Source: an optimization exercise on an open RTL-to-GDS flow (aim: small area). Production flows keep margins and buffers that such runs may drop.
At most, simulation tests tie the RTL to the original design; equivalence was not proved.
No activity file was given, so power comes from the tool's default toggle rates.

## fifo
module fifo (
  input  logic       clk, rst,
  input  logic       wr, rd,
  input  logic [7:0] data_in,
  output logic [7:0] data_out,
  output logic       full, empty
);
  logic [7:0] mem [16];
  logic [4:0] r;
  logic [3:0]  rn;           
  logic [3:0]  lo_n, hi_n;   
  logic [15:0] sel;          
  for (genvar k = 0; k < 4; k++) begin : g_inv
    fifo_inv u (.a(r[k]), .y(rn[k]));
  end
  for (genvar j = 0; j < 4; j++) begin : g_pre
    fifo_nand2 u_lo (.a(j[0] ? r[0] : rn[0]), .b(j[1] ? r[1] : rn[1]), .y(lo_n[j]));
    fifo_nand2 u_hi (.a(j[0] ? r[2] : rn[2]), .b(j[1] ? r[3] : rn[3]), .y(hi_n[j]));
  end
  for (genvar i = 0; i < 16; i++) begin : g_sel
    fifo_nor2 u (.a(lo_n[i % 4]), .b(hi_n[i / 4]), .y(sel[i]));
  end
  logic do_wr, do_rd, wr_n, rd_n;
  assign empty = r[4];
  fifo_nor3  u_full (.a(r[4]), .b(lo_n[3]), .c(hi_n[3]), .y(full));
  fifo_andn  u_wr   (.a(wr), .b(full), .y(do_wr));
  fifo_and1n2 u_rd  (.a(rd), .b(r[4]), .c(do_wr), .y(do_rd));
  fifo_inv   u_wrn  (.a(do_wr), .y(wr_n));
  fifo_inv   u_rdn  (.a(do_rd), .y(rd_n));
  logic all1_3n, all0_3n, rst_n;
  logic [4:0] t, nxt;
  fifo_or2    u_t0 (.a(do_wr), .b(do_rd), .y(t[0]));
  fifo_oai22  u_t1 (.a1(wr_n), .a2(rn[0]),   .b1(rd_n), .b2(r[0]),    .y(t[1]));
  fifo_oai22  u_t2 (.a1(wr_n), .a2(lo_n[3]), .b1(rd_n), .b2(lo_n[0]), .y(t[2]));
  fifo_nand3  u_a3 (.a(r[0]), .b(r[1]), .c(r[2]), .y(all1_3n));
  fifo_or3    u_z3 (.a(r[0]), .b(r[1]), .c(r[2]), .y(all0_3n));
  fifo_oai22  u_t3 (.a1(wr_n), .a2(all1_3n), .b1(rd_n), .b2(all0_3n), .y(t[3]));
  fifo_ao22   u_t4 (.a1(do_wr), .a2(sel[15]), .b1(do_rd), .b2(sel[0]), .y(t[4]));
  ...
For scale: roughly 260 cells after synthesis, ~22 I/O pins, about 5000 µm² of cells after synthesis.
==> module fifo, before the edit <==
module fifo (
  input  logic       clk, rst,
  input  logic       wr, rd,
  input  logic [7:0] data_in,
  output logic [7:0] data_out,
  output logic       full, empty
);
  logic [7:0] mem [16];
  logic [4:0] r;
  logic [3:0]  rn;           
  logic [3:0]  lo_n, hi_n;   
  logic [15:0] sel;          
  for (genvar k = 0; k < 4; k++) begin : g_inv
    fifo_inv u (.a(r[k]), .y(rn[k]));
  end
  for (genvar j = 0; j < 4; j++) begin : g_pre
    fifo_nand2 u_lo (.a(j[0] ? r[0] : rn[0]), .b(j[1] ? r[1] : rn[1]), .y(lo_n[j]));
    fifo_nand2 u_hi (.a(j[0] ? r[2] : rn[2]), .b(j[1] ? r[3] : rn[3]), .y(hi_n[j]));
  end
  for (genvar i = 0; i < 16; i++) begin : g_sel
    fifo_nor2 u (.a(lo_n[i % 4]), .b(hi_n[i / 4]), .y(sel[i]));
  end
  logic do_wr, do_rd, wr_n, rd_n;
  assign empty = r[4];
  fifo_nor3  u_full (.a(r[4]), .b(lo_n[3]), .c(hi_n[3]), .y(full));
  fifo_andn  u_wr   (.a(wr), .b(full), .y(do_wr));
  fifo_and1n2 u_rd  (.a(rd), .b(r[4]), .c(do_wr), .y(do_rd));
  fifo_inv   u_wrn  (.a(do_wr), .y(wr_n));
  fifo_inv   u_rdn  (.a(do_rd), .y(rd_n));
  logic all1_3n, all0_3n, rst_n;
  logic [4:0] t, nxt;
  fifo_or2    u_t0 (.a(do_wr), .b(do_rd), .y(t[0]));
  fifo_oai22  u_t1 (.a1(wr_n), .a2(rn[0]),   .b1(rd_n), .b2(r[0]),    .y(t[1]));
  fifo_oai22  u_t2 (.a1(wr_n), .a2(lo_n[3]), .b1(rd_n), .b2(lo_n[0]), .y(t[2]));
  fifo_nand3  u_a3 (.a(r[0]), .b(r[1]), .c(r[2]), .y(all1_3n));
  fifo_or3    u_z3 (.a(r[0]), .b(r[1]), .c(r[2]), .y(all0_3n));
  fifo_oai22  u_t3 (.a1(wr_n), .a2(all1_3n), .b1(rd_n), .b2(all0_3n), .y(t[3]));
  fifo_ao22   u_t4 (.a1(do_wr), .a2(sel[15]), .b1(do_rd), .b2(sel[0]), .y(t[4]));
  fifo_inv    u_rstn (.a(rst), .y(rst_n));
  for (genvar k = 0; k < 5; k++) begin : g_nxt
    logic x;
    fifo_xnor2 u_x (.a(r[k]), .b(t[k]), .y(x));
    fifo_nand2 u_n (.a(x), .b(rst_n), .y(nxt[k]));        
  end
  always_ff @(posedge clk) r <= nxt;
  always_ff @(posedge clk) begin
    if (do_wr) begin
      mem[0] <= data_in;
      for (int i = 1; i < 16; i++) mem[i] <= mem[i-1];
    end
  end
  logic [7:0] head;
  for (genvar b = 0; b < 8; b++) begin : g_bit
    logic [15:0] m;
    for (genvar i = 0; i < 16; i++) begin : g_m
      assign m[i] = mem[i][b];
    end
    fifo_mux16 u_mux (.s(sel), .d(m), .y(head[b]));
  end
  always_ff @(posedge clk) begin
    if (do_rd) data_out <= head;
  end
endmodule
==> module fifo_mux16, before the edit <==
module fifo_mux16 (
  input  logic [15:0] s,
  input  logic [15:0] d,
  output logic        y
);
  logic [5:0] t;   
  for (genvar k = 0; k < 5; k++) begin : g_aoi
    fifo_aoi222 u (.a1(s[3*k]), .a2(d[3*k]), .b1(s[3*k+1]), .b2(d[3*k+1]),
                   .c1(s[3*k+2]), .c2(d[3*k+2]), .y(t[k]));
  end
  fifo_nand2 u_last (.a(s[15]), .b(d[15]), .y(t[5]));
  logic t012;
  fifo_and3  u_and (.a(t[0]), .b(t[1]), .c(t[2]), .y(t012));
  fifo_nand4 u_out (.a(t012), .b(t[3]), .c(t[4]), .d(t[5]), .y(y));
endmodule
==> module fifo_ao22, before the edit <==
module fifo_ao22 (input logic a1, a2, b1, b2, output logic y);
  assign y = (a1 & a2) | (b1 & b2);
endmodule
==> flow/config.mk <==
export PLATFORM = sky130hd
export DESIGN_NAME = fifo
export DESIGN_NICKNAME = fifo
export VERILOG_FILES = /design/flow/design.v
export SDC_FILE = /design/flow/constraint.sdc
export NUM_CORES = 4
export LEC_CHECK = 0
export CAP_MARGIN = 20
export CORE_MARGIN = 2
export CORE_UTILIZATION = 70
export PLACE_DENSITY = 0.8
export SLEW_MARGIN = 20
export SYNTH_HIERARCHICAL = 1
export SYNTH_MINIMUM_KEEP_SIZE = 0
==> flow/constraint.sdc <==
create_clock -name core_clock -period 5.0 [get_ports {clk}]
set_input_delay 1.0000 -clock core_clock [delete_from_list [all_inputs] [get_ports {clk}]]
set_output_delay 1.0000 -clock core_clock [all_outputs]
set_load 0.01 [all_outputs]
standard.sh (not shown) runs the stock make flow with config.mk's settings and CLKGATE_MAP_FILE= SYNTH_SCRIPT=/design/flow/synth_recipe.tcl, a recipe that flattens the netlist after the stock synthesis.
==> flow/flow/run.sh <==
#!/bin/bash
# Layout flow: the standard ORFS flow (standard.sh) with these changes:
#  - port buffers use the smallest buffer (buf_1),
#  - before the placement resizer, each combinational cell that drives at
#    most 3 pins is set to its smallest drive strength (downsize.tcl);
#    repair_design then adds what slew and capacitance limits need,
#  - clock tree synthesis without dummy loads, on clkbuf_4.
set -euo pipefail
export BUFFER_PORTS_ARGS="-buffer_cell sky130_fd_sc_hd__buf_1"
export PRE_RESIZE_TCL="$PWD/flow/downsize.tcl"
export CTS_ARGS="-sink_clustering_enable -repair_clock_nets -dont_use_dummy_load -buf_list sky130_fd_sc_hd__clkbuf_4"
bash standard.sh finish > standard_finish.log 2>&1
==> flow/flow/downsize.tcl <==
# Set each combinational cell that drives at most 3 pins to the smallest drive
# strength of its type (synthesis upsizes some cells that drive a single gate);
# repair_design then adds back any drive that slew and capacitance limits need.
set n 0
foreach inst [get_cells *] {
  set m [get_property $inst ref_name]
  if {![regexp {^(sky130_fd_sc_hd__[a-z0-9]+)_([0-9]+)$} $m -> base sz]} { continue }
  if {$sz == 1} { continue }
  if {[regexp {__(df|edf|sdf|dl|clk|tap|fill|decap|conb|buf)} $base]} { continue }
  set lc [get_lib_cells -quiet */${base}_1]
  if {[llength $lc] == 0} { continue }
  set fo 0
  foreach p [get_pins -of_objects $inst -filter "direction==output"] {
    set net [get_nets -quiet -of_objects $p]
    if {[llength $net] == 0} { continue }
    incr fo [llength [get_pins -quiet -of_objects $net -filter "direction==input"]]
    incr fo [llength [get_ports -quiet -of_objects $net]]
  }
  if {$fo > 3} { continue }
  puts "downsize [get_full_name $inst] $m -> ${base}_1 (fanout $fo)"
  replace_cell $inst [lindex $lc 0]
  incr n
}
puts "downsized $n cells"
Next try:
--- a/flow/design.v
+++ b/flow/design.v
@@ -5,26 +5,28 @@
   output logic [7:0] data_out,
   output logic       full, empty
 );
   logic [7:0] mem [16];
   logic [4:0] r;
+  logic do_wr, do_rd, wr_n, rd_n;
   logic [3:0]  rn;           
   logic [3:0]  lo_n, hi_n;   
+  logic        hi3_n;        
   logic [15:0] sel;          
   for (genvar k = 0; k < 4; k++) begin : g_inv
     fifo_inv u (.a(r[k]), .y(rn[k]));
   end
   for (genvar j = 0; j < 4; j++) begin : g_pre
     fifo_nand2 u_lo (.a(j[0] ? r[0] : rn[0]), .b(j[1] ? r[1] : rn[1]), .y(lo_n[j]));
-    fifo_nand2 u_hi (.a(j[0] ? r[2] : rn[2]), .b(j[1] ? r[3] : rn[3]), .y(hi_n[j]));
+    fifo_nand3 u_hi (.a(j[0] ? r[2] : rn[2]), .b(j[1] ? r[3] : rn[3]), .c(do_rd), .y(hi_n[j]));
   end
   for (genvar i = 0; i < 16; i++) begin : g_sel
     fifo_nor2 u (.a(lo_n[i % 4]), .b(hi_n[i / 4]), .y(sel[i]));
   end
-  logic do_wr, do_rd, wr_n, rd_n;
   assign empty = r[4];
-  fifo_nor3  u_full (.a(r[4]), .b(lo_n[3]), .c(hi_n[3]), .y(full));
+  fifo_nand2 u_hi3  (.a(r[2]), .b(r[3]), .y(hi3_n));
+  fifo_nor3  u_full (.a(r[4]), .b(lo_n[3]), .c(hi3_n), .y(full));
   fifo_andn  u_wr   (.a(wr), .b(full), .y(do_wr));
   fifo_and1n2 u_rd  (.a(rd), .b(r[4]), .c(do_wr), .y(do_rd));
   fifo_inv   u_wrn  (.a(do_wr), .y(wr_n));
   fifo_inv   u_rdn  (.a(do_rd), .y(rd_n));
   logic all1_3n, all0_3n, rst_n;
@@ -33,11 +35,13 @@
   fifo_oai22  u_t1 (.a1(wr_n), .a2(rn[0]),   .b1(rd_n), .b2(r[0]),    .y(t[1]));
   fifo_oai22  u_t2 (.a1(wr_n), .a2(lo_n[3]), .b1(rd_n), .b2(lo_n[0]), .y(t[2]));
   fifo_nand3  u_a3 (.a(r[0]), .b(r[1]), .c(r[2]), .y(all1_3n));
   fifo_or3    u_z3 (.a(r[0]), .b(r[1]), .c(r[2]), .y(all0_3n));
   fifo_oai22  u_t3 (.a1(wr_n), .a2(all1_3n), .b1(rd_n), .b2(all0_3n), .y(t[3]));
-  fifo_ao22   u_t4 (.a1(do_wr), .a2(sel[15]), .b1(do_rd), .b2(sel[0]), .y(t[4]));
+  logic all1_4;
+  fifo_nor2   u_a4 (.a(lo_n[3]), .b(hi3_n), .y(all1_4));
+  fifo_ao21   u_t4 (.a1(do_wr), .a2(all1_4), .b1(sel[0]), .y(t[4]));   
   fifo_inv    u_rstn (.a(rst), .y(rst_n));
   for (genvar k = 0; k < 5; k++) begin : g_nxt
     logic x;
     fifo_xnor2 u_x (.a(r[k]), .b(t[k]), .y(x));
     fifo_nand2 u_n (.a(x), .b(rst_n), .y(nxt[k]));        
@@ -47,42 +51,45 @@
     if (do_wr) begin
       mem[0] <= data_in;
       for (int i = 1; i < 16; i++) mem[i] <= mem[i-1];
     end
   end
-  logic [7:0] head;
+  logic [7:0] dout_nxt;
   for (genvar b = 0; b < 8; b++) begin : g_bit
     logic [15:0] m;
     for (genvar i = 0; i < 16; i++) begin : g_m
       assign m[i] = mem[i][b];
     end
-    fifo_mux16 u_mux (.s(sel), .d(m), .y(head[b]));
+    fifo_mux17 u_mux (.s(sel), .d(m), .hold(rd_n), .q(data_out[b]), .y(dout_nxt[b]));
   end
-  always_ff @(posedge clk) begin
-    if (do_rd) data_out <= head;
-  end
+  always_ff @(posedge clk) data_out <= dout_nxt;
 endmodule
-module fifo_mux16 (
+module fifo_mux17 (
   input  logic [15:0] s,
   input  logic [15:0] d,
+  input  logic        hold,
+  input  logic        q,
   output logic        y
 );
   logic [5:0] t;   
   for (genvar k = 0; k < 5; k++) begin : g_aoi
     fifo_aoi222 u (.a1(s[3*k]), .a2(d[3*k]), .b1(s[3*k+1]), .b2(d[3*k+1]),
                    .c1(s[3*k+2]), .c2(d[3*k+2]), .y(t[k]));
   end
-  fifo_nand2 u_last (.a(s[15]), .b(d[15]), .y(t[5]));
+  fifo_aoi22 u_last (.a1(s[15]), .a2(d[15]), .b1(hold), .b2(q), .y(t[5]));
   logic t012;
   fifo_and3  u_and (.a(t[0]), .b(t[1]), .c(t[2]), .y(t012));
   fifo_nand4 u_out (.a(t012), .b(t[3]), .c(t[4]), .d(t[5]), .y(y));
 endmodule
 module fifo_aoi222 (input logic a1, a2, b1, b2, c1, c2, output logic y);
   assign y = ~((a1 & a2) | (b1 & b2) | (c1 & c2));
 endmodule
-module fifo_ao22 (input logic a1, a2, b1, b2, output logic y);
-  assign y = (a1 & a2) | (b1 & b2);
+module fifo_aoi22 (input logic a1, a2, b1, b2, output logic y);
+  assign y = ~((a1 & a2) | (b1 & b2));
+endmodule
+module fifo_ao21 (input logic a1, a2, b1, output logic y);
+  assign y = (a1 & a2) | b1;
 endmodule
 module fifo_oai22 (input logic a1, a2, b1, b2, output logic y);
   assign y = ~((a1 | a2) & (b1 | b2));
 endmodule
 module fifo_inv (input logic a, output logic y);
=>
- via count came out higher by 3.3%
- total power decreases by 5.0%
- worst setup slack gets worse by 470 ps
- wire length came out higher by 7.8%
- final area goes down by 0.80%
- synthesized area hardly moves
- clock skew went up by 4.3 ps
- synthesized cell count is higher by 0.78%
- non-clock buffer count is unchanged
- first-iteration DRC count came out higher by 14%
- combinational power goes down by 35%
- clock power barely changes
- hold slack loses 5.3 ps
- utilization falls by 0.62 points
No functional check of the RTL was part of the first run of this note.

## what the ideal ports hide
Ports are ideal in the flow. The routed layouts listed here were re-timed in OpenROAD.
Step 1 assumes that a clkbuf_16 drives the clock port and a buf_2 every other input.
Step 2 moves the port delays by t, midway between the first and last clock arrival at a register: inputs arrive t later, outputs are due t later. That takes back most of the time a late clock gives input paths.
Slacks: ideal / step 1 / step 2; pairs: ideal / step 1.
run	t (ns)	slack for setup (ns)	worst hold slack (ns)	worst data-port slew with drivers (ns)	pins driven straight from the clock port
the first run	0.512	2.379 / 2.352 / 2.242	0.439 / 0.439 / 0.439	0.03	1
the second run	0.517	1.907 / 1.907 / 1.735	0.433 / 0.433 / 0.433	0.03	1
After both steps every run listed still meets setup and hold. For the second run, which loses most, drivers alone change the setup slack by 0.000 ns; drivers and shift together by -0.172 ns.
